What follows belongs to an exercise in optimizing a design on an open flow for small area, a short achievable clock period and few clock cycles per item; a production flow would make more cautious choices. Function was checked by simulation only, so behaviour that the tests miss may differ from the original.

Setup of north:
==> flow/design.v (excerpt) <==
module bbs_generator(
    input  wire CLOCK_50,
    input  wire res,
    input  wire [63:0] seed,
    output wire [9:0] LEDR,
    output reg  valid,
    output wire [63:0] x_out,
    output wire [6:0] HEX0,
    output wire [6:0] HEX1,
    output wire [6:0] HEX2,
    output wire [6:0] HEX3,
    output wire [6:0] HEX4,
    output wire [6:0] HEX5
);
    reg  [1:0]  phase;       
    reg  [30:0] a_reg, b_reg;
    reg  [30:0] s_reg, bq_reg;
    reg  [23:0] counter;
    wire [63:0] sd = seed & {64{phase == 2'd0}};
    wire [30:0] a_next, b_next, s_next;
    wire [61:0] x;
    sq_mod_p sqp (.a(a_reg), .sd(sd), .r(a_next));
    sq_mod_q sqq (.b(b_reg), .sd(sd), .r(b_next));
    wire b_ge = (&b_reg[30:5]) & (b_reg[4:0] >= 5'd13);
    wire [4:0] b_lo = b_reg[4:0] + 5'd19;
    wire [30:0] b_c = b_ge ? {26'd0, b_lo} : b_reg;
    crt_s    crs (.a(a_reg), .b(b_reg), .ge(b_ge), .s(s_next));
    crt_x    crx (.b(bq_reg), .s(s_reg), .x(x));
    wire x0 = bq_reg[0] ^ s_reg[0];
    wire [23:0] shown = counter + {23'd0, ~x0};
    always @(posedge CLOCK_50 or posedge res) begin
        if (res) begin
            phase   <= 2'd0;
            a_reg   <= 31'd0;
            b_reg   <= 31'd0;
            s_reg   <= 31'd0;
            bq_reg  <= 31'd0;
            counter <= 24'd0;
            valid   <= 1'b0;
        end else begin
            if (phase != 2'd2)
  ...
Size: ~150 flip-flops, about 180 I/O pins.
Settings: LEC_CHECK=0, CAP_MARGIN=20, CORE_MARGIN=2, CORE_UTILIZATION=70, SETUP_SLACK_MARGIN=2.5, SLEW_MARGIN=20, SYNTH_HIERARCHICAL=1, SYNTH_MINIMUM_KEEP_SIZE=0; clock period 12.0 ns.
run.sh (not shown) runs the stock make flow with config.mk's settings and CLKGATE_MAP_FILE= SYNTH_SCRIPT=/design/flow/synth_recipe.tcl, a recipe that flattens the netlist after the stock synthesis.
Testbench counts of north, summed over its fixed seeds: cycles 216, numbers 192.
The following lists how south was set up differently from north:
--- a/flow/config.mk
+++ b/flow/config.mk
@@ -8,5 +8,5 @@
 export CAP_MARGIN = 20
 export CORE_MARGIN = 2
-export CORE_UTILIZATION = 70
+export CORE_UTILIZATION = 60
 export SETUP_SLACK_MARGIN = 2.5
 export SLEW_MARGIN = 20
## What came out
- Reported for south and north, synthesized cell count turned out identical to the last digit.
- In terms of multi-input logic cell count, north and south differ only marginally.
- Against north, routed length on met2 in south rose by a few percent.
- south ended up with a lower overall fraction of global-route tracks in use than north did.
- Of south and north, north shows the higher worst hold slack, with south below it.
- From north to south the numbers moved as follows: floorplan row count saw an increase; period utilization down 0.83 points; post-route core utilization went down.
Input-level comparison between east and south:
--- a/flow/config.mk
+++ b/flow/config.mk
@@ -9,5 +9,5 @@
 export CORE_MARGIN = 2
 export CORE_UTILIZATION = 60
-export SETUP_SLACK_MARGIN = 2.5
+export SETUP_SLACK_MARGIN = 3
 export SLEW_MARGIN = 20
 export SYNTH_HIERARCHICAL = 1
==> results.txt <==
The core of east is more densely filled than that of south.
Changes in west relative to east:
--- a/flow/config.mk
+++ b/flow/config.mk
@@ -9,5 +9,5 @@
 export CORE_MARGIN = 2
 export CORE_UTILIZATION = 60
-export SETUP_SLACK_MARGIN = 3
+export SETUP_SLACK_MARGIN = 1.5
 export SLEW_MARGIN = 20
 export SYNTH_HIERARCHICAL = 1
[summary]
Delta (west minus east): area taken by flip-flops and latches has decreased.
Setup slack: west less than east
Compared with east, west shows a met1 layer usage reported by global route that is 0.24 points lower.
Compared with east, in west highest attainable clock frequency fell 12 MHz; final design area excluding fillers went down; total routing resource utilization after global routing shows a reduction of 1.4 points; final number of setup-violating endpoints has remained practically unchanged.
Re flip-flop and latch count: no difference whatsoever between west and east.

---

== lane 3 ==
Another version of the RTL of bbs_generator (not shown whole).
Size: roughly 5900 cells after synthesis, about 180 I/O pins, ~59000 µm² of cells after synthesis.
## bbs_generator
module bbs_generator(
    input  wire CLOCK_50,
    input  wire res,
    input  wire [63:0] seed,
    output wire [9:0] LEDR,
    output reg  valid,
    output wire [63:0] x_out,
    output wire [6:0] HEX0,
    output wire [6:0] HEX1,
    output wire [6:0] HEX2,
    output wire [6:0] HEX3,
    output wire [6:0] HEX4,
    output wire [6:0] HEX5
);
Settings: LEC_CHECK=0, CAP_MARGIN=20, CORE_MARGIN=2, CORE_UTILIZATION=60, SETUP_SLACK_MARGIN=3, SLEW_MARGIN=20, SYNTH_HIERARCHICAL=1, SYNTH_MINIMUM_KEEP_SIZE=0; clock period 12.0 ns.
Lane 3 has completed all stages; timing, DRC and antenna checks passed.
Testbench counts of lane 3, summed over its fixed seeds: cycles 216, numbers 192.
Input changes introduced in lane 4 (baseline for comparison: lane 3):
Settings: SETUP_SLACK_MARGIN: 3 -> 4.
--- outcome ---
- Lane 4: done, clean on timing, DRC and antenna
- Looking only at final cell count, and setting everything else aside, the higher value of lane 3 and lane 4 goes to lane 4.
- [compare] base=lane 3 new=lane 4: multi-input gate count level; non-clock buffer count moved up; number of standard-cell rows in the floorplan level.
- When lane 4 is measured against lane 3, its final non-filler cell area turns out 4000 µm² higher.
- Cmp lane 3 and lane 4 / multi-input logic portion of the cell area / higher: lane 3
- Diff lane 3 and lane 4: routed via count higher in lane 4
- Sort lane 3 and lane 4 by area growth from synthesis to layout desc -> top: lane 4
- Compared with lane 3, lane 4 shows a lower number of fill cells.
- Clock tree cell share of total cell area across lane 3 and lane 4: no real change.
- Final critical path time including I/O delays and setup, lane 3 and lane 4: higher on lane 4

---

Another version of the RTL of bbs_generator (not shown whole).
Size in the first run: ~5600 cells after synthesis, ~150 flip-flops, roughly 180 I/O pins, ~0.059 sq mm of cells after synthesis.
==> flow/config.mk <==
export PLATFORM = sky130hd
export DESIGN_NAME = bbs_generator
export DESIGN_NICKNAME = bbs_generator
export VERILOG_FILES = /design/flow/design.v
export SDC_FILE = /design/flow/constraint.sdc
export NUM_CORES = 4
export LEC_CHECK = 0
export CAP_MARGIN = 20
export CORE_MARGIN = 2
export CORE_UTILIZATION = 40
export SETUP_SLACK_MARGIN = 0.5
export SLEW_MARGIN = 20
export SYNTH_HIERARCHICAL = 1
export SYNTH_MINIMUM_KEEP_SIZE = 0
==> flow/constraint.sdc <==
create_clock -name core_clock -period 12.0 [get_ports {CLOCK_50}]
set_input_delay 2.4000 -clock core_clock [delete_from_list [all_inputs] [get_ports {CLOCK_50}]]
set_output_delay 2.4000 -clock core_clock [all_outputs]
set_load 0.01 [all_outputs]
Testbench counts at the start, summed over its fixed seeds: cycles 216, numbers 192.
Edit:
Settings changed: SETUP_SLACK_MARGIN 0.5 to 2.5.
After rerunning: Setup slack gains 0.044 ns; design area went down by 0.94%; die area does not change; cell count went down by 1.4%; synthesized area stays the same; utilization went down by 0.45 points; sequential share of layout area barely changes; hold slack gains 0.016 ns; via count hardly moves.

==> static timing again, ports no longer ideal <==
Ports are ideal in the flow. The routed layouts listed here were re-timed in OpenROAD.
Step 1 assumes that a clkbuf_16 drives the clock port and a buf_2 every other input.
Step 2 times the ports against the registers' clock, not the clock port: input delays grow and output delays shrink by t, the midpoint of the rising clock arrivals with the driver on.
Three values: no drivers, after step 1, after step 2; two values: the first two.
| run | t (ns) | slack for setup (ns) | worst setup path after step 2 | slew at the worst register clock pin (ns) | worst slew at a driven data input, ns |
|---|---|---|---|---|---|
| north | 0.562 | 2.591 / 2.548 / 2.591 | register to register | 0.09 / 0.09 | 0.05 |
| south | 0.591 | 2.691 / 2.617 / 2.564 | input to register | 0.09 / 0.09 | 0.05 |
| east | 0.587 | 3.002 / 2.928 / 2.813 | input to register | 0.08 / 0.08 | 0.05 |
| west | 0.589 | 1.943 / 1.939 / 1.943 | register to register | 0.08 / 0.08 | 0.05 |
| lane 3 | 0.602 | 3.048 / 3.034 / 2.517 | input to register | 0.11 / 0.11 | 0.08 |
| lane 4 | 0.582 | 2.908 / 2.908 / 2.496 | input to register | 0.10 / 0.10 | 0.11 |
| the first run of note 3 | 0.581 | 0.241 / 0.241 / 0.241 | register to register | 0.08 / 0.08 | 0.09 |
| the second run of note 3 | 0.577 | 0.285 / 0.285 / 0.285 | register to register | 0.08 / 0.08 | 0.08 |
After both steps every run listed still meets setup and hold. The setup slack of lane 3, which loses most, moves by -0.014 ns with the drivers and by -0.531 ns with both steps.
